This is an optimization exercise on Yosys and OpenROAD, whose aim is small area, not a production implementation.
The RTL was checked by simulation tests, not by an equivalence proof against the original design.
Power and IR drop assume default switching activity.

== before ==
Design gwct_top, start of the top module:
module gwct_top #(
    parameter CLK_HZ = 50_000_000,
    parameter BAUD   = 115_200
)(
    input         clk,
    input         rstn,
    input         gwct_rx,
    output        gwct_tx,
    output [31:0] PADDR,
    output        PSEL,
    output        PENABLE,
    output        PWRITE,
    output [31:0] PWDATA,
    output [3:0]  PSTRB,
    output [2:0]  PPROT,
    input  [31:0] PRDATA,
    input         PREADY,
    input         PSLVERR
);
Settings: LEC_CHECK=0, CAP_MARGIN=20, CORE_MARGIN=2, CORE_UTILIZATION=75, SLEW_MARGIN=20; clock period 20.0 ns.
standard.sh (not shown) runs the stock make flow with config.mk's settings and CLKGATE_MAP_FILE= SYNTH_SCRIPT=/design/flow/synth_recipe.tcl, a recipe that flattens the netlist after the stock synthesis.
==> flow/flow/run.sh <==
#!/bin/bash
# Layout flow: the standard ORFS flow (standard.sh) with these changes to
# how the layout is made:
#  1. after the standard synthesis, its combinational logic is mapped again by
#     yosys/ABC with area-oriented scripts (flip-flops untouched: same
#     instances, names and cell types); the smallest result that a SAT
#     equivalence check proves equal to the standard netlist replaces it;
#  2. port buffers are sky130_fd_sc_hd__buf_1 (every port still gets one);
#  3. CTS uses clkbuf_8, larger sink clusters and no dummy loads;
#  4. the constant outputs (PSTRB, PPROT) share one tie cell (conb_1 has a
#     HI and a LO pin) instead of one tie cell per port.

# Each tool writes its full output to its own log file in this folder.
set -uo pipefail
HERE=$(pwd)
F=$HERE/flow
R=$HERE/orfs/results/$FLOW_PLATFORM/gwct_top/base
LIB=$FLOW_HOME/platforms/$FLOW_PLATFORM/lib/sky130_fd_sc_hd__tt_025C_1v80.lib
DONTUSE=$(grep -o 'sky130_fd_sc_hd__\(probe\|lpflow\)[a-z0-9_]*' $FLOW_HOME/platforms/$FLOW_PLATFORM/config.mk | sort -u | sed 's/^/-dont_use /' | tr '\n' ' ')

export BUFFER_PORTS_ARGS="-buffer_cell sky130_fd_sc_hd__buf_1"
export SKIP_REPAIR_TIE_FANOUT=1
export CTS_ARGS="-sink_clustering_enable -repair_clock_nets -dont_use_dummy_load -buf_list sky130_fd_sc_hd__clkbuf_8 -sink_clustering_size 60 -sink_clustering_max_diameter 200"

bash standard.sh synth > flow_synth.log 2>&1 || exit 1

cp $R/1_2_yosys.v std_synth.v
python3 $F/mkcomb.py $LIB comb_cells.v > mkcomb.log 2>&1
python3 $F/cutff.py std_synth.v std_cut.v > cut_std.log 2>&1
best=""
bestarea=""
for s in a b c d e f g h i j; do
  sed -e "s#@LIB@#$LIB#g" -e "s#@DONTUSE@#$DONTUSE#" -e "s#@SCRIPT@#$F/abc_$s.script#" \
      -e "s#@OUT@#resynth_$s.v#g" $F/resynth.ys > resynth_$s.ys
  timeout 900 yosys -s resynth_$s.ys > resynth_$s.log 2>&1 || continue
  python3 $F/cutff.py resynth_$s.v resynth_$s.cut.v > cut_$s.log 2>&1 || continue
  sed -e "s#@GOLD@#std_cut.v#" -e "s#@GATE@#resynth_$s.cut.v#" $F/cec.ys > cec_$s.ys
  timeout 900 yosys -s cec_$s.ys > cec_$s.log 2>&1 || continue
  area=$(grep 'Chip area' resynth_$s.v.stat | awk '{print $NF}')
  echo "script $s: area $area, equivalent" >> resynth_summary.log
  if [[ -z "$best" ]] || python3 -c "import sys; sys.exit(0 if $area < $bestarea else 1)"; then
    best=resynth_$s.v; bestarea=$area
  fi
done
if [[ -n "$best" ]]; then
  echo "using $best ($bestarea)" >> resynth_summary.log
  python3 $F/mergetie.py $best > mergetie.log 2>&1
  cp $best $R/1_2_yosys.v
  touch $R/1_2_yosys.v
else
  echo "no re-mapped netlist passed; keeping the standard one" >> resynth_summary.log
fi

bash standard.sh > flow_make.log 2>&1
Other scripts of this flow, unchanged in this note and not shown: flow/flow/abc_a.script, flow/flow/abc_b.script, flow/flow/abc_c.script, flow/flow/abc_d.script, flow/flow/abc_e.script, flow/flow/abc_f.script, flow/flow/abc_g.script, flow/flow/abc_h.script, flow/flow/abc_i.script, flow/flow/abc_j.script, flow/flow/cec.ys, flow/flow/cutff.py, flow/flow/mergetie.py, flow/flow/mkcomb.py, flow/flow/resynth.ys
before has completed all stages; timing, DRC and antenna checks passed.
Changes in after relative to before:
Settings: CORE_UTILIZATION changed from 75 to 60.
==> run notes <==
In the tables for after and before, area taken by multi-input logic gates reads higher with before.
Worst hold slack deteriorates in after relative to before.
Routed wire length per instance (before / after): 1.4
Compared with before, after shows number of cells in the finished layout apart from fillers that has gone up by a few percent.
Looking only at power dissipated by switching net loads, and setting everything else aside, the lower value of after and before goes to after.
Diff before -> after: minimum clock period after layout shows a reduction of 320 ps, leakage component of the power has increased.

---

Another version of the RTL of gwct_top (not shown whole).
For scale: roughly 110 I/O pins, roughly 4500 sq um of cells after synthesis.
==> flow/config.mk <==
export PLATFORM = sky130hd
export DESIGN_NAME = gwct_top
export DESIGN_NICKNAME = gwct_top
export VERILOG_FILES = /design/flow/design.v
export SDC_FILE = /design/flow/constraint.sdc
export NUM_CORES = 4
export LEC_CHECK = 0
export CAP_MARGIN = 20
export CORE_MARGIN = 2
export CORE_UTILIZATION = 40
export SLEW_MARGIN = 20
==> flow/constraint.sdc <==
create_clock -name core_clock -period 20.0 [get_ports {clk}]
set_input_delay 4.0000 -clock core_clock [delete_from_list [all_inputs] [get_ports {clk}]]
set_output_delay 4.0000 -clock core_clock [all_outputs]
set_load 0.01 [all_outputs]
==> flow/flow/run.sh <==
#!/bin/bash
# Layout flow: the standard ORFS flow (standard.sh) with these changes to
# how the layout is made:
#  1. after the standard synthesis, its combinational logic is mapped again by
#     yosys/ABC with area-oriented scripts (flip-flops untouched: same
#     instances, names and cell types); the smallest result that a SAT
#     equivalence check proves equal to the standard netlist replaces it;
#  2. port buffers are sky130_fd_sc_hd__buf_1 (every port still gets one);
#  3. CTS uses clkbuf_8, larger sink clusters and no dummy loads;
#  4. the constant outputs (PSTRB, PPROT) share one tie cell (conb_1 has a
#     HI and a LO pin) instead of one tie cell per port.

# Each tool writes its full output to its own log file in this folder.
set -uo pipefail
HERE=$(pwd)
F=$HERE/flow
R=$HERE/orfs/results/$FLOW_PLATFORM/gwct_top/base
LIB=$FLOW_HOME/platforms/$FLOW_PLATFORM/lib/sky130_fd_sc_hd__tt_025C_1v80.lib
DONTUSE=$(grep -o 'sky130_fd_sc_hd__\(probe\|lpflow\)[a-z0-9_]*' $FLOW_HOME/platforms/$FLOW_PLATFORM/config.mk | sort -u | sed 's/^/-dont_use /' | tr '\n' ' ')

export BUFFER_PORTS_ARGS="-buffer_cell sky130_fd_sc_hd__buf_1"
export SKIP_REPAIR_TIE_FANOUT=1
export CTS_ARGS="-sink_clustering_enable -repair_clock_nets -dont_use_dummy_load -buf_list sky130_fd_sc_hd__clkbuf_8 -sink_clustering_size 60 -sink_clustering_max_diameter 200"

bash standard.sh synth > flow_synth.log 2>&1 || exit 1

cp $R/1_2_yosys.v std_synth.v
python3 $F/mkcomb.py $LIB comb_cells.v > mkcomb.log 2>&1
python3 $F/cutff.py std_synth.v std_cut.v > cut_std.log 2>&1
best=""
bestarea=""
for s in a b c d e; do
  sed -e "s#@LIB@#$LIB#g" -e "s#@DONTUSE@#$DONTUSE#" -e "s#@SCRIPT@#$F/abc_$s.script#" \
      -e "s#@OUT@#resynth_$s.v#g" $F/resynth.ys > resynth_$s.ys
  timeout 900 yosys -s resynth_$s.ys > resynth_$s.log 2>&1 || continue
  python3 $F/cutff.py resynth_$s.v resynth_$s.cut.v > cut_$s.log 2>&1 || continue
  sed -e "s#@GOLD@#std_cut.v#" -e "s#@GATE@#resynth_$s.cut.v#" $F/cec.ys > cec_$s.ys
  timeout 900 yosys -s cec_$s.ys > cec_$s.log 2>&1 || continue
  area=$(grep 'Chip area' resynth_$s.v.stat | awk '{print $NF}')
  echo "script $s: area $area, equivalent" >> resynth_summary.log
  if [[ -z "$best" ]] || python3 -c "import sys; sys.exit(0 if $area < $bestarea else 1)"; then
    best=resynth_$s.v; bestarea=$area
  fi
done
if [[ -n "$best" ]]; then
  echo "using $best ($bestarea)" >> resynth_summary.log
  python3 $F/mergetie.py $best > mergetie.log 2>&1
  cp $best $R/1_2_yosys.v
  touch $R/1_2_yosys.v
else
  echo "no re-mapped netlist passed; keeping the standard one" >> resynth_summary.log
fi

bash standard.sh > flow_make.log 2>&1
==> flow/flow/mergetie.py <==
# mergetie.py FILE: if the netlist has one conb_1 used only for HI and one
# used only for LO, drive both nets from a single conb_1 (it has both pins).
import re,sys
s=open(sys.argv[1]).read()
ties=list(re.finditer(r'  sky130_fd_sc_hd__conb_1 (\S+) \(\s*\.(HI|LO)\(([^()]*)\)\s*\);\n',s))
his=[m for m in ties if m.group(2)=='HI']; los=[m for m in ties if m.group(2)=='LO']
if len(ties)==2 and len(his)==1 and len(los)==1:
    h,l=his[0],los[0]
    merged='  sky130_fd_sc_hd__conb_1 %s (\n    .HI(%s),\n    .LO(%s)\n  );\n'%(h.group(1),h.group(3),l.group(3))
    s=s.replace(l.group(0),'').replace(h.group(0),merged)
    open(sys.argv[1],'w').write(s)
    print('merged')
else:
    print('left as is: %d tie cells'%len(ties))
Other scripts of this flow, unchanged in this note and not shown: flow/flow/abc_a.script, flow/flow/abc_b.script, flow/flow/abc_c.script, flow/flow/abc_d.script, flow/flow/abc_e.script, flow/flow/cec.ys, flow/flow/cutff.py, flow/flow/mkcomb.py, flow/flow/resynth.ys
Edit:
--- a/flow/flow/run.sh
+++ b/flow/flow/run.sh
@@ -9,5 +9,3 @@
 #  3. CTS uses clkbuf_8, larger sink clusters and no dummy loads;
-#  4. the constant outputs (PSTRB, PPROT) share one tie cell (conb_1 has a
-#     HI and a LO pin) instead of one tie cell per port.
-
+#  4. non-critical gates are downsized after global routing (RECOVER_POWER).
 # Each tool writes its full output to its own log file in this folder.
@@ -21,4 +19,4 @@
 export BUFFER_PORTS_ARGS="-buffer_cell sky130_fd_sc_hd__buf_1"
-export SKIP_REPAIR_TIE_FANOUT=1
 export CTS_ARGS="-sink_clustering_enable -repair_clock_nets -dont_use_dummy_load -buf_list sky130_fd_sc_hd__clkbuf_8 -sink_clustering_size 60 -sink_clustering_max_diameter 200"
+export RECOVER_POWER=100
 
@@ -46,3 +44,2 @@
   echo "using $best ($bestarea)" >> resynth_summary.log
-  python3 $F/mergetie.py $best > mergetie.log 2>&1
   cp $best $R/1_2_yosys.v
removed: flow/flow/mergetie.py
Outcome:
- The changed run reached the layout checks and failed them: capacitance limit, slew limit
- first-iteration DRC count increases by about 44%
- sequential cell count stays the same
- die area is about the same
Edit:
--- a/flow/flow/run.sh
+++ b/flow/flow/run.sh
@@ -9,3 +9,5 @@
 #  3. CTS uses clkbuf_8, larger sink clusters and no dummy loads;
-#  4. non-critical gates are downsized after global routing (RECOVER_POWER).
+#  4. the constant outputs (PSTRB, PPROT) share one tie cell (conb_1 has a
+#     HI and a LO pin) instead of one tie cell per port.
+
 # Each tool writes its full output to its own log file in this folder.
@@ -19,4 +21,4 @@
 export BUFFER_PORTS_ARGS="-buffer_cell sky130_fd_sc_hd__buf_1"
+export SKIP_REPAIR_TIE_FANOUT=1
 export CTS_ARGS="-sink_clustering_enable -repair_clock_nets -dont_use_dummy_load -buf_list sky130_fd_sc_hd__clkbuf_8 -sink_clustering_size 60 -sink_clustering_max_diameter 200"
-export RECOVER_POWER=100
 
@@ -29,3 +31,3 @@
 bestarea=""
-for s in a b c d e; do
+for s in a b c d e f g h i j; do
   sed -e "s#@LIB@#$LIB#g" -e "s#@DONTUSE@#$DONTUSE#" -e "s#@SCRIPT@#$F/abc_$s.script#" \
@@ -44,2 +46,3 @@
   echo "using $best ($bestarea)" >> resynth_summary.log
+  python3 $F/mergetie.py $best > mergetie.log 2>&1
   cp $best $R/1_2_yosys.v
==> flow/flow/abc_f.script (new file) <==
strash
&get -n
&st
&deepsyn -T 20 -S 4
&dch -f
&nf -R 1000
&put
topo
dnsize
==> flow/flow/abc_g.script (new file) <==
strash
&get -n
&st
&deepsyn -T 20 -S 8
&dch -f
&nf -R 1000
&put
topo
dnsize
==> flow/flow/abc_h.script (new file) <==
strash
&get -n
&st
&deepsyn -T 20 -S 21
&dch -f
&nf -R 1000
&put
topo
dnsize
==> flow/flow/abc_i.script (new file) <==
strash
&get -n
&st
&deepsyn -T 20 -S 33
&dch -f
&nf -R 1000
&put
topo
dnsize
==> flow/flow/abc_j.script (new file) <==
strash
&get -n
&st
&deepsyn -T 20 -S 4
&dch -f
&nf -R 1000
&put
strash
&get -n
&st
&deepsyn -T 20 -S 17
&dch -f
&nf -R 1000
&put
topo
dnsize
==> flow/flow/mergetie.py (new file) <==
# mergetie.py FILE: if the netlist has one conb_1 used only for HI and one
# used only for LO, drive both nets from a single conb_1 (it has both pins).
import re,sys
s=open(sys.argv[1]).read()
ties=list(re.finditer(r'  sky130_fd_sc_hd__conb_1 (\S+) \(\s*\.(HI|LO)\(([^()]*)\)\s*\);\n',s))
his=[m for m in ties if m.group(2)=='HI']; los=[m for m in ties if m.group(2)=='LO']
if len(ties)==2 and len(his)==1 and len(los)==1:
    h,l=his[0],los[0]
    merged='  sky130_fd_sc_hd__conb_1 %s (\n    .HI(%s),\n    .LO(%s)\n  );\n'%(h.group(1),h.group(3),l.group(3))
    s=s.replace(l.group(0),'').replace(h.group(0),merged)
    open(sys.argv[1],'w').write(s)
    print('merged')
else:
    print('left as is: %d tie cells'%len(ties))
After rerunning: This time the run completed without violations. Combinational power increases by 63%. Synthesized area is about the same. Power climbs by 10%. Count of clock-buffer cells in the layout does not change. Via count decreases by 1.9%.
Edit:
--- a/flow/flow/run.sh
+++ b/flow/flow/run.sh
@@ -9,4 +9,2 @@
 #  3. CTS uses clkbuf_8, larger sink clusters and no dummy loads;
-#  4. the constant outputs (PSTRB, PPROT) share one tie cell (conb_1 has a
-#     HI and a LO pin) instead of one tie cell per port.
 
@@ -21,3 +19,2 @@
 export BUFFER_PORTS_ARGS="-buffer_cell sky130_fd_sc_hd__buf_1"
-export SKIP_REPAIR_TIE_FANOUT=1
 export CTS_ARGS="-sink_clustering_enable -repair_clock_nets -dont_use_dummy_load -buf_list sky130_fd_sc_hd__clkbuf_8 -sink_clustering_size 60 -sink_clustering_max_diameter 200"
@@ -31,3 +28,3 @@
 bestarea=""
-for s in a b c d e f g h i j; do
+for s in a b c d e; do
   sed -e "s#@LIB@#$LIB#g" -e "s#@DONTUSE@#$DONTUSE#" -e "s#@SCRIPT@#$F/abc_$s.script#" \
@@ -46,3 +43,2 @@
   echo "using $best ($bestarea)" >> resynth_summary.log
-  python3 $F/mergetie.py $best > mergetie.log 2>&1
   cp $best $R/1_2_yosys.v
removed: flow/flow/abc_f.script
removed: flow/flow/abc_g.script
removed: flow/flow/abc_h.script
removed: flow/flow/abc_i.script
removed: flow/flow/abc_j.script
removed: flow/flow/mergetie.py
Result: The changed run finished clean; final area rose by 0.46%; utilization rises by 0.22 points; cell count is higher by 2.0%; first-iteration DRC count went down by 13%; clock skew is lower by 11 ps; die area barely changes.

## afterwards: timing with drivers on the ports
No port has a modelled driver above. Below, the same layouts with a new extraction and two added sets of constraints.
Step 1 assumes that a clkbuf_16 drives the clock port and a buf_2 every other input.
Step 2 also shifts input and output timing later by t, the mid clock arrival at the registers, as if the neighbouring blocks saw the same clock.
Slacks: no drivers / after step 1 / after step 2; pairs: no drivers / after step 1.
run	shift t [ns]	setup slack, ns	worst hold slack (ns)	slew at the worst register clock pin (ns)
before	0.397	13.267 / 13.233 / 13.631	0.349 / 0.349 / 0.349	0.10 / 0.10
after	0.376	13.590 / 13.557 / 13.864	0.311 / 0.311 / 0.311	0.10 / 0.10
the first run of note 2	0.403	13.765 / 13.733 / 13.943	0.331 / 0.331 / 0.331	0.11 / 0.11
the second run of note 2	0.383	13.567 / 13.534 / 13.887	0.334 / 0.334 / 0.334	0.11 / 0.11
the third run of note 2	0.392	13.717 / 13.684 / 13.736	0.333 / 0.333 / 0.333	0.11 / 0.11
the fourth run of note 2	0.386	13.820 / 13.786 / 13.940	0.338 / 0.338 / 0.338	0.11 / 0.11
